Context: an optimization exercise on an open-source flow, tuned for small area. The choices shown serve that exercise and are no tape-out recipe.
Where RTL was checked, it was by simulation tests only, not by an equivalence proof against the original.

==> job 5905 <==
// kianv_harris_mc_edition
module kianv_harris_mc_edition #(
    parameter int RESET_ADDR        = 0,
    parameter int SYSTEM_CLK        = 50_000_000,
    parameter int NUM_ENTRIES_ITLB  = 16,
    parameter int NUM_ENTRIES_DTLB  = 16
) (
    input  logic         clk,
    input  logic         resetn,
    output logic         mem_valid,
    input  logic         mem_ready,
    output logic [3:0]   mem_wstrb,
    output logic [33:0]  mem_addr,
    output logic [31:0]  mem_wdata,
    input  logic [31:0]  mem_rdata,
    output logic [31:0]  PC,
    input  logic         access_fault,
    input  logic         IRQ3,
    input  logic         IRQ7,
    input  logic         IRQ9,
    input  logic         IRQ11,
    output logic [63:0]  timer_counter,
    output logic         is_instruction
);
==> flow/config.mk <==
export PLATFORM = sky130hd
export DESIGN_NAME = kianv_harris_mc_edition
export DESIGN_NICKNAME = kianv_harris_mc_edition
export VERILOG_FILES = /design/flow/design.v
export SDC_FILE = /design/flow/constraint.sdc
export NUM_CORES = 8
export LEC_CHECK = 0
export ABC_AREA = 1
export CAP_MARGIN = 20
export CORE_MARGIN = 2
export CORE_UTILIZATION = 40
export CTS_CLUSTER_DIAMETER = 100
export CTS_CLUSTER_SIZE = 24
export PLACE_DENSITY = 0.6
export SLEW_MARGIN = 30
==> flow/constraint.sdc <==
create_clock -name core_clock -period 25.0 [get_ports {clk}]
set_input_delay 5.0000 -clock core_clock [delete_from_list [all_inputs] [get_ports {clk}]]
set_output_delay 5.0000 -clock core_clock [all_outputs]
set_load 0.01 [all_outputs]
standard.sh (not shown) runs the stock make flow with config.mk's settings and CLKGATE_MAP_FILE= SYNTH_SCRIPT=/design/flow/synth_recipe.tcl, a recipe that flattens the netlist after the stock synthesis.
==> flow/flow/run.sh <==
#!/bin/bash
# Layout flow: the standard layout (standard.sh, unchanged synthesis,
# floorplan, power grid and placement) with these changes to how the layout
# is made:
#   - clock tree synthesis without dummy loads (same clustering as
#     config.mk's CTS_CLUSTER_SIZE / CTS_CLUSTER_DIAMETER)
#   - the input/output port buffers use sky130_fd_sc_hd__buf_2
#   - after global routing, gates on paths with positive slack are
#     downsized where timing allows (ORFS's power recovery step), and the
#     slew and capacitance limits are repaired again afterwards
#     (flow/post_grt.tcl)
# Every tool's output goes to a log file in this folder (make's output to
# flow_make.log; ORFS keeps each step's log under orfs/logs/).
set -euo pipefail
export CTS_ARGS="-sink_clustering_enable -repair_clock_nets -sink_clustering_size 24 -sink_clustering_max_diameter 100 -dont_use_dummy_load"
export BUFFER_PORTS_ARGS="-buffer_cell sky130_fd_sc_hd__buf_2"
export RECOVER_POWER=100
export POST_GLOBAL_ROUTE_TCL="$PWD/flow/post_grt.tcl"
bash standard.sh finish > flow_make.log 2>&1
==> flow/flow/post_grt.tcl <==
# After ORFS's power recovery (downsizing of gates with positive slack) in
# the global-route step: fix the slew and capacitance limits again on the
# global-route parasitics, then re-legalise and re-route the changed nets.
log_cmd estimate_parasitics -global_routing
log_cmd repair_design -slew_margin $::env(SLEW_MARGIN) -cap_margin $::env(CAP_MARGIN)
log_cmd global_route -start_incremental
log_cmd detailed_placement
log_cmd global_route -end_incremental
log_cmd estimate_parasitics -global_routing
==> inputs of job 5663, as changes to job 5905 <==
==> flow/run.sh (new file) <==
#!/bin/bash
# synth_recipe.tcl (not shown) runs the flow's synth.tcl, then flattens the netlist and writes it again
# the make line also repeats each setting of config.mk as NAME=value (left out here)
make -C /OpenROAD-flow-scripts/flow DESIGN_CONFIG=/design/flow/config.mk WORK_HOME=/design/flow/orfs CLKGATE_MAP_FILE= SYNTH_SCRIPT=/design/flow/synth_recipe.tcl finish
Settings changed: CAP_MARGIN 20 to 10, CTS_CLUSTER_DIAMETER 100 to 80, CTS_CLUSTER_SIZE 24 to 26, SLEW_MARGIN 30 to 10.
removed: flow/flow/run.sh
removed: flow/flow/post_grt.tcl
removed: flow/standard.sh
==> results_dict.tcl <==
set metrics [dict create \
    place_area_um2 185000 \
    slew_headroom_pct 13.8 \
    period_share_pct 93.4 \
    routed_wl_mm 824 \
    fin_area_um2 192000 \
    grt_pass1_vias 131970 \
    status "complete, no violations" \
]
That was job 5905.
==> results_dict.tcl <==
set metrics [dict create \
    status "complete, but fails checks" \
    so_faults "max-slew violations" \
    maxSlewViolCount 1 \
    grt_pass1_vias 132399 \
    place_area_um2 186000 \
]
That was job 5663.

---

==> v23: inputs <==
Starting RTL as in the previous note.
## kianv_harris_mc_edition
module kianv_harris_mc_edition #(
    parameter int RESET_ADDR        = 0,
    parameter int SYSTEM_CLK        = 50_000_000,
    parameter int NUM_ENTRIES_ITLB  = 16,
    parameter int NUM_ENTRIES_DTLB  = 16
) (
    input  logic         clk,
    input  logic         resetn,
    output logic         mem_valid,
    input  logic         mem_ready,
    output logic [3:0]   mem_wstrb,
    output logic [33:0]  mem_addr,
    output logic [31:0]  mem_wdata,
    input  logic [31:0]  mem_rdata,
    output logic [31:0]  PC,
    input  logic         access_fault,
    input  logic         IRQ3,
    input  logic         IRQ7,
    input  logic         IRQ9,
    input  logic         IRQ11,
    output logic [63:0]  timer_counter,
    output logic         is_instruction
);
clock: 25.0 ns
lec_check: 0
abc_area: 1
cap_margin: 20
core_margin: 2
core_utilization: 40
cts_cluster_diameter: 100
cts_cluster_size: 24
place_density: 0.6
slew_margin: 30
==> flow/flow/run.sh <==
#!/bin/bash
# Layout flow: the standard layout (standard.sh, unchanged synthesis,
# floorplan, power grid and placement) with two changes to how the layout
# is made:
#   - clock tree synthesis without dummy loads (same clustering as
#     config.mk's CTS_CLUSTER_SIZE / CTS_CLUSTER_DIAMETER)
#   - the input/output port buffers use sky130_fd_sc_hd__buf_2
#   - after global routing, gates on paths with positive slack are
#     downsized where timing allows (ORFS's power recovery step)
# Every tool's output goes to a log file in this folder (make's output to
# flow_make.log; ORFS keeps each step's log under orfs/logs/).
set -euo pipefail
export CTS_ARGS="-sink_clustering_enable -repair_clock_nets -sink_clustering_size 24 -sink_clustering_max_diameter 100 -dont_use_dummy_load"
export BUFFER_PORTS_ARGS="-buffer_cell sky130_fd_sc_hd__buf_2"
export RECOVER_POWER=100
bash standard.sh finish > flow_make.log 2>&1
==> inputs of v18, as changes to v23 <==
==> flow/flow/run.sh (replaced) <==
#!/bin/bash
# Layout flow: the standard layout (standard.sh, unchanged synthesis,
# floorplan, power grid and placement) with two changes to how the layout
# is made:
#   - clock tree synthesis without dummy loads (same clustering as
#     config.mk's CTS_CLUSTER_SIZE / CTS_CLUSTER_DIAMETER)
#   - the input/output port buffers use sky130_fd_sc_hd__buf_2
# Every tool's output goes to a log file in this folder (make's output to
# flow_make.log; ORFS keeps each step's log under orfs/logs/).
set -euo pipefail
export CTS_ARGS="-sink_clustering_enable -repair_clock_nets -sink_clustering_size 24 -sink_clustering_max_diameter 100 -dont_use_dummy_load"
export BUFFER_PORTS_ARGS="-buffer_cell sky130_fd_sc_hd__buf_2"
bash standard.sh finish > flow_make.log 2>&1
==> inputs of v28, as changes to v23 <==
==> flow/run.sh (new file) <==
#!/bin/bash
# synth_recipe.tcl (not shown) runs the flow's synth.tcl, then flattens the netlist and writes it again
# the make line also repeats each setting of config.mk as NAME=value (left out here)
make -C /OpenROAD-flow-scripts/flow DESIGN_CONFIG=/design/flow/config.mk WORK_HOME=/design/flow/orfs CLKGATE_MAP_FILE= SYNTH_SCRIPT=/design/flow/synth_recipe.tcl finish
Settings changed: SLEW_MARGIN 30 to 20.
removed: flow/flow/run.sh
removed: flow/standard.sh
==> qor summary <==
Status: v18 complete, no violations; v23 complete, but fails checks; v28 complete, no violations
Violated checks: v18 -; v23 max-capacitance violations, max-slew violations; v28 -
Post-route worst setup slack: v18 1810 ps; v23 868 ps; v28 769 ps
Multi-input logic portion of the cell area: v18 0.335; v23 0.334; v28 0.331
Router iterations before antenna repair: v18 8; v23 6; v28 10
FF-to-FF Start: v18 control_unit_I.main_fsm_I.state[5]; v23 datapath_unit_I.Instr[13]; v28 control_unit_I.main_fsm_I.state[5]
Path length in cells of the critical path: v18 58; v23 36; v28 57
Antenna diode count: v18 98; v23 96; v28 49
Maximum number of pins on one net before global-route repair: v18 164; v23 164; v28 209
Number of buffers and inverters on the critical path: v18 8; v23 8; v28 6
Clock-pin slew on the worst setup and hold paths: v18 90 ps; v23 90 ps; v28 100 ps
Drt via density: v18 6.29; v23 6.28; v28 6.26

---

==> branch delta <==
Another version of the RTL of kianv_harris_mc_edition (not shown whole).
==> module muldiv, before the edit <==
module muldiv (
    input  wire        clk,
    input  wire        resetn,
    input  wire [31:0] a,
    input  wire [31:0] b,
    input  wire [2:0]  funct3,
    input  wire        valid,
    input  wire        pre,           
    input  wire        ext_we,        
    input  wire [31:0] ext_d,
    output logic [31:0] result,       
    output logic        ready
);
  localparam logic [1:0] IDLE = 2'd0, BUSY = 2'd1, FIN = 2'd2;
  logic [1:0]  state;
  logic [4:0]  cnt;
  logic [63:0] R;
  wire is_div   = funct3[2];
  wire is_rem   = funct3[1];             
  wire d_signed = ~funct3[0];            
  wire m_sa     = (funct3[1:0] == 2'b01) | (funct3[1:0] == 2'b10);
  wire m_sb     = (funct3[1:0] == 2'b01);
  wire start = (state == IDLE) & valid & ~ready;
  wire        d_neg   = d_signed & b[31];
  wire [31:0] rem_nxt = {R[62:32], R[31]};
  wire        div_busy = is_div && (state == BUSY);
  logic [31:0] m_x;
  logic        m_s;
  logic [6:0]  m_d;
  logic        m_d8;
  logic [33:0] m_h;
  wire         m_top = m_sb & b[31];
  always_comb begin
    if (is_div) begin
      m_x  = (state == BUSY) ? b : ((state == FIN) ? (is_rem ? R[63:32] : R[31:0]) : a);
      m_s  = 1'b0;
      m_d  = (div_busy && d_neg) ? 7'd1 : 7'h7f;
      m_d8 = !(div_busy && d_neg);
      m_h  = div_busy ? {2'b00, rem_nxt} : 34'd0;
    end else begin
      m_x  = a;
      m_s  = m_sa & a[31];
      case (state)
        BUSY:    m_d = b[20:14];
        FIN:     m_d = b[27:21];
        default: m_d = ready ? {m_top, m_top, m_top, b[31:28]} : (pre ? b[6:0] : b[13:7]);
      endcase
      m_d8 = ready & m_top;
      m_h  = pre ? 34'd0 : R[61:28];
    end
  end
  wire [40:0] m_y;
  mul_step mul_step_I (
      .a (m_x),
      .s (m_s),
      .d (m_d),
      .d8(m_d8),
      .h (m_h),
      .y (m_y)
  );
  wire        q       = d_neg ? m_y[32] : !m_y[40];
  wire [31:0] d_s     = m_y[31:0];
  wire [31:0] neg_out = m_y[31:0];    
  wire neg_fix = d_signed & (is_rem ? a[31] : ((a[31] ^ b[31]) & (|b)));
  always_ff @(posedge clk) begin
    if (!resetn) begin
      state <= IDLE;
      ready <= 1'b0;
      cnt   <= 5'd0;
    end else begin
      case (state)
        IDLE: begin
          ready <= 1'b0;
          if (start) begin
            state <= BUSY;
            cnt   <= 5'd0;
          end
        end
        BUSY: begin
          cnt <= cnt + 5'd1;
          if (!is_div || (&cnt)) state <= FIN;
        end
        FIN: begin
          ready <= 1'b1;
          state <= IDLE;
        end
        default: state <= IDLE;
      endcase
    end
  end
  wire [31:0] mul_result = (funct3[1:0] == 2'b00) ? {m_y[3:0], R[27:0]} : m_y[35:4];
  wire div_neg = (state == FIN) ? neg_fix : (d_signed & a[31]);
  always_ff @(posedge clk) begin
    if (ready && !is_div) begin
      R[31:0] <= mul_result;
    end else if (ext_we) begin
      R[31:0] <= ext_d;
    end else if (is_div) begin
      if (start || state == FIN) begin
        R[31:0] <= div_neg ? m_y[31:0] : m_x;
      end else if (state == BUSY) begin
        R[31:0] <= {R[30:0], q};
      end
      if (start) begin
        R[63:32] <= 32'd0;
      end else if (state == BUSY) begin
        R[63:32] <= q ? d_s : rem_nxt;
      end
    end else begin
      if (pre || start || state == BUSY || state == FIN) begin
        R[61:28] <= m_y[40:7];
        R[27:0]  <= {m_y[6:0], R[27:7]};
      end
    end
  end
  assign result = R[31:0];
endmodule
==> module alu, before the edit <==
module alu (
    input wire [31:0] a,
    input wire [31:0] b,
    input wire [$clog2(22)-1:0] alucontrol,
    output logic [31:0] result,
    output logic zero
);
  wire [4:0] c = alucontrol;
  wire is_add = (c == 0) || (c == 9);
  wire        sub = !is_add;
  wire [31:0] bx  = b ^ {32{sub}};
  wire [16:0] cl;
  wire [16:0] ch0, ch1;
  wire [31:0] s;
  wire [15:0] sh0, sh1;
  assign cl[0]  = sub;
  assign ch0[0] = 1'b0;
  assign ch1[0] = 1'b1;
  genvar gi;
  generate
    for (gi = 0; gi < 16; gi = gi + 1) begin : g_add
      assign s[gi]       = a[gi] ^ bx[gi] ^ cl[gi];
      assign cl[gi + 1]  = (a[gi] & bx[gi]) | (a[gi] & cl[gi]) | (bx[gi] & cl[gi]);
      assign sh0[gi]     = a[gi+16] ^ bx[gi+16] ^ ch0[gi];
      assign ch0[gi + 1] = (a[gi+16] & bx[gi+16]) | (a[gi+16] & ch0[gi]) | (bx[gi+16] & ch0[gi]);
      assign sh1[gi]     = a[gi+16] ^ bx[gi+16] ^ ch1[gi];
      assign ch1[gi + 1] = (a[gi+16] & bx[gi+16]) | (a[gi+16] & ch1[gi]) | (bx[gi+16] & ch1[gi]);
    end
  endgenerate
  assign s[31:16] = cl[16] ? sh1 : sh0;
  wire [32:0] cy;
  assign cy[32] = cl[16] ? ch1[16] : ch0[16];
  wire ltu = !cy[32];                               
  wire lt  = (a[31] ^ b[31]) ? a[31] : s[31];       
  wire eq  = (a == b);
  wire is_sll = (c == 5);
  wire is_sra = (c == 7);
  logic [31:0] a_rev, sh_in, sh_out, sh_rev;
  always_comb begin
    for (int i = 0; i < 32; i++) a_rev[i] = a[31 - i];
    sh_in  = is_sll ? a_rev : a;
    sh_out = $signed({is_sra & a[31], sh_in}) >>> b[4:0];
    for (int i = 0; i < 32; i++) sh_rev[i] = sh_out[31 - i];
  end
  always_comb begin
    case (c)
      9, 0, 1: result = s;
      2:   result = a ^ b;
      3:     result = a | b;
      4:   result = a & b;
      5:   result = sh_rev;
      6,
      7:   result = sh_out;
      8,
      14:        result = {31'b0, lt};
      11,
      16:       result = {31'b0, ltu};
      18:        result = lt ? a : b;
      19:        result = lt ? b : a;
      20:       result = ltu ? a : b;
      21:       result = ltu ? b : a;
      10:        result = b;
      12:        result = {31'b0, eq};
      13:        result = {31'b0, !eq};
      15:        result = {31'b0, !lt};
      17:       result = {31'b0, !ltu};
      default:              result = 32'b0;
    endcase
  end
  assign zero = (result == 32'b0);
endmodule
Settings: LEC_CHECK=0, ABC_AREA=0, CAP_MARGIN=20, CORE_MARGIN=2, CORE_UTILIZATION=40, CTS_CLUSTER_DIAMETER=100, CTS_CLUSTER_SIZE=24, PLACE_DENSITY=0.6, SETUP_SLACK_MARGIN=0.3, SLEW_MARGIN=30; clock period 25.0 ns.
==> flow/flow/run.sh <==
#!/bin/bash
# Layout flow: the standard layout (standard.sh, unchanged synthesis,
# floorplan, power grid and placement) with two changes to how the layout
# is made:
#   - clock tree synthesis without dummy loads (same clustering as
#     config.mk's CTS_CLUSTER_SIZE / CTS_CLUSTER_DIAMETER)
#   - the input/output port buffers use sky130_fd_sc_hd__buf_2
# Every tool's output goes to a log file in this folder (make's output to
# flow_make.log; ORFS keeps each step's log under orfs/logs/).
set -euo pipefail
export CTS_ARGS="-sink_clustering_enable -repair_clock_nets -sink_clustering_size 24 -sink_clustering_max_diameter 100 -dont_use_dummy_load"
export BUFFER_PORTS_ARGS="-buffer_cell sky130_fd_sc_hd__buf_2"
bash standard.sh finish > flow_make.log 2>&1
==> inputs of branch fjord, as changes to branch delta <==
--- a/flow/design.v
+++ b/flow/design.v
@@ -487,7 +487,2 @@
   wire start = (state == IDLE) & valid & ~ready;
-  wire        d_neg   = d_signed & b[31];
-  wire [31:0] rem_nxt = {R[62:32], R[31]};
-  wire        div_busy = is_div && (state == BUSY);
-  logic [31:0] m_x;
-  logic        m_s;
   logic [6:0]  m_d;
@@ -497,19 +492,9 @@
   always_comb begin
-    if (is_div) begin
-      m_x  = (state == BUSY) ? b : ((state == FIN) ? (is_rem ? R[63:32] : R[31:0]) : a);
-      m_s  = 1'b0;
-      m_d  = (div_busy && d_neg) ? 7'd1 : 7'h7f;
-      m_d8 = !(div_busy && d_neg);
-      m_h  = div_busy ? {2'b00, rem_nxt} : 34'd0;
-    end else begin
-      m_x  = a;
-      m_s  = m_sa & a[31];
-      case (state)
-        BUSY:    m_d = b[20:14];
-        FIN:     m_d = b[27:21];
-        default: m_d = ready ? {m_top, m_top, m_top, b[31:28]} : (pre ? b[6:0] : b[13:7]);
-      endcase
-      m_d8 = ready & m_top;
-      m_h  = pre ? 34'd0 : R[61:28];
-    end
+    case (state)
+      BUSY:    m_d = b[20:14];
+      FIN:     m_d = b[27:21];
+      default: m_d = ready ? {m_top, m_top, m_top, b[31:28]} : (pre ? b[6:0] : b[13:7]);
+    endcase
+    m_d8 = ready & m_top;
+    m_h  = pre ? 34'd0 : R[61:28];
   end
@@ -517,4 +502,4 @@
   mul_step mul_step_I (
-      .a (m_x),
-      .s (m_s),
+      .a (a),
+      .s (m_sa & a[31]),
       .d (m_d),
@@ -524,5 +509,10 @@
   );
-  wire        q       = d_neg ? m_y[32] : !m_y[40];
-  wire [31:0] d_s     = m_y[31:0];
-  wire [31:0] neg_out = m_y[31:0];    
+  wire        d_neg   = d_signed & b[31];
+  wire [31:0] rem_nxt = {R[62:32], R[31]};
+  wire [31:0] d_op    = b ^ {32{~d_neg}};
+  wire [31:0] d_s;
+  wire q;
+  assign {q, d_s} = {1'b0, rem_nxt} + {1'b0, d_op} + {32'b0, ~d_neg};    
+  wire [31:0] neg_in  = (state == IDLE) ? a : (is_rem ? R[63:32] : R[31:0]);
+  wire [31:0] neg_out = ~neg_in + 32'd1;
   wire neg_fix = d_signed & (is_rem ? a[31] : ((a[31] ^ b[31]) & (|b)));
@@ -554,7 +544,14 @@
   end
-  wire [31:0] mul_result = (funct3[1:0] == 2'b00) ? {m_y[3:0], R[27:0]} : m_y[35:4];
-  wire div_neg = (state == FIN) ? neg_fix : (d_signed & a[31]);
+  logic [31:0] fin_result;
+  always_comb begin
+    if (is_div)
+      fin_result = is_rem ? R[63:32] : R[31:0];
+    else if (funct3[1:0] == 2'b00)
+      fin_result = {m_y[3:0], R[27:0]};
+    else
+      fin_result = m_y[35:4];
+  end
   always_ff @(posedge clk) begin
-    if (ready && !is_div) begin
-      R[31:0] <= mul_result;
+    if (ready) begin
+      R[31:0] <= fin_result;
     end else if (ext_we) begin
@@ -562,11 +559,11 @@
     end else if (is_div) begin
-      if (start || state == FIN) begin
-        R[31:0] <= div_neg ? m_y[31:0] : m_x;
-      end else if (state == BUSY) begin
-        R[31:0] <= {R[30:0], q};
-      end
       if (start) begin
+        R[31:0]  <= (d_signed & a[31]) ? neg_out : a;
         R[63:32] <= 32'd0;
       end else if (state == BUSY) begin
+        R[31:0]  <= {R[30:0], q};
         R[63:32] <= q ? d_s : rem_nxt;
+      end else if (state == FIN && neg_fix) begin
+        if (is_rem) R[63:32] <= neg_out;
+        else        R[31:0]  <= neg_out;
       end
- ABC_AREA: 0 -> 1
- SETUP_SLACK_MARGIN: 0.3 -> default
==> inputs of branch garnet, as changes to branch delta <==
--- a/flow/design.v
+++ b/flow/design.v
@@ -142,23 +142,28 @@
   wire [31:0] bx  = b ^ {32{sub}};
-  wire [16:0] cl;
-  wire [16:0] ch0, ch1;
   wire [31:0] s;
-  wire [15:0] sh0, sh1;
-  assign cl[0]  = sub;
-  assign ch0[0] = 1'b0;
-  assign ch1[0] = 1'b1;
-  genvar gi;
-  generate
-    for (gi = 0; gi < 16; gi = gi + 1) begin : g_add
-      assign s[gi]       = a[gi] ^ bx[gi] ^ cl[gi];
-      assign cl[gi + 1]  = (a[gi] & bx[gi]) | (a[gi] & cl[gi]) | (bx[gi] & cl[gi]);
-      assign sh0[gi]     = a[gi+16] ^ bx[gi+16] ^ ch0[gi];
-      assign ch0[gi + 1] = (a[gi+16] & bx[gi+16]) | (a[gi+16] & ch0[gi]) | (bx[gi+16] & ch0[gi]);
-      assign sh1[gi]     = a[gi+16] ^ bx[gi+16] ^ ch1[gi];
-      assign ch1[gi + 1] = (a[gi+16] & bx[gi+16]) | (a[gi+16] & ch1[gi]) | (bx[gi+16] & ch1[gi]);
-    end
-  endgenerate
-  assign s[31:16] = cl[16] ? sh1 : sh0;
   wire [32:0] cy;
-  assign cy[32] = cl[16] ? ch1[16] : ch0[16];
+  function automatic [11:0] rca(input [10:0] x, input [10:0] y, input ci, input integer n);
+    logic c;
+    rca = 12'b0;
+    c = ci;
+    for (int i = 0; i < 11; i++) begin
+      if (i < n) begin
+        rca[i] = x[i] ^ y[i] ^ c;
+        c = (x[i] & y[i]) | (x[i] & c) | (y[i] & c);
+      end
+    end
+    rca[11] = c;
+  endfunction
+  wire [11:0] r0  = rca(a[10:0],  bx[10:0],  sub,  11);
+  wire [11:0] r10 = rca(a[21:11], bx[21:11], 1'b0, 11);
+  wire [11:0] r11 = rca(a[21:11], bx[21:11], 1'b1, 11);
+  wire [11:0] r20 = rca({1'b0, a[31:22]}, {1'b0, bx[31:22]}, 1'b0, 10);
+  wire [11:0] r21 = rca({1'b0, a[31:22]}, {1'b0, bx[31:22]}, 1'b1, 10);
+  wire        c11 = r0[11];
+  wire        c22 = c11 ? r11[11] : r10[11];
+  assign s[10:0]  = r0[10:0];
+  assign s[21:11] = c11 ? r11[10:0] : r10[10:0];
+  assign s[31:22] = c22 ? r21[9:0] : r20[9:0];
+  assign cy[32]   = c22 ? r21[11] : r20[11];
+  assign cy[31:0] = 32'b0;
   wire ltu = !cy[32];                               
@@ -200,3 +205,15 @@
   end
-  assign zero = (result == 32'b0);
+  wire is_br = (c >= 12) && (c <= 17);
+  logic br_bit;
+  always_comb begin
+    case (c)
+      12:  br_bit = eq;
+      13:  br_bit = !eq;
+      14:  br_bit = lt;
+      15:  br_bit = !lt;
+      16: br_bit = ltu;
+      default:        br_bit = !ltu;    
+    endcase
+  end
+  assign zero = is_br ? !br_bit : (s == 32'b0);
 endmodule
--- a/flow/flow/run.sh
+++ b/flow/flow/run.sh
@@ -10,3 +10,3 @@
 set -euo pipefail
-export CTS_ARGS="-sink_clustering_enable -repair_clock_nets -sink_clustering_size 24 -sink_clustering_max_diameter 100 -dont_use_dummy_load"
+export CTS_ARGS="-sink_clustering_enable -repair_clock_nets -sink_clustering_size 28 -sink_clustering_max_diameter 100 -dont_use_dummy_load"
 export BUFFER_PORTS_ARGS="-buffer_cell sky130_fd_sc_hd__buf_2"
- CTS_CLUSTER_SIZE: 24 -> 28
- SETUP_SLACK_MARGIN: 0.3 -> default
==> comparison <==
- The lowest wire length belongs to branch delta, the highest to branch fjord.
- Of branch fjord and branch delta, branch fjord has the higher via count (gap about 11%, measured against branch delta).
- Of branch delta and branch fjord, branch delta has the higher non-clock buffer count (gap 109).
- Register-to-register slack, lowest first: branch delta, branch garnet, branch fjord.
- Against branch delta, the clock skew of branch garnet is higher by 0.0042 ns.
For branch fjord, only the layout was checked, not whether the RTL still works.

## afterwards: timing with drivers on the ports
The results above use ideal ports. As a check the final layouts listed here were re-extracted and re-timed, cells and wires unchanged.
Step 1, drivers: a clkbuf_16 drives clk and a buf_2 each remaining input, both assumed.
Step 2 also shifts input and output timing later by t, the mid clock arrival at the registers, as if the neighbouring blocks saw the same clock.
Slacks: ideal / step 1 / step 2; pairs: ideal / step 1.
run | shift t [ns] | slack for setup (ns) | worst setup path after step 2 | clock arrival spread, ns | worst data-port slew with drivers (ns)
job 5905 | 1.070 | 1.639 / 1.614 / 1.614 | input to output | 0.123 / 0.123 | 0.32
job 5663 | 1.116 | 0.643 / 0.620 / 0.620 | input to output | 0.099 / 0.099 | 0.32
v23 | 1.069 | 0.868 / 0.844 / 0.644 | input to register | 0.151 / 0.151 | 0.32
v18 | 1.067 | 1.809 / 1.789 / 1.789 | input to output | 0.137 / 0.137 | 0.32
v28 | 1.104 | 0.769 / 0.748 / 0.748 | input to output | 0.076 / 0.076 | 0.29
branch delta | 1.035 | 0.379 / 0.210 / 0.210 | input to output | 0.202 / 0.202 | 0.28
branch fjord | 1.083 | 0.950 / 0.884 / 0.884 | input to output | 0.169 / 0.169 | 0.32
branch garnet | 1.028 | 2.763 / 2.737 / 2.670 | input to register | 0.221 / 0.220 | 0.32
The setup slack of v23, which loses most, moves by -0.024 ns with the drivers and by -0.224 ns with both steps.
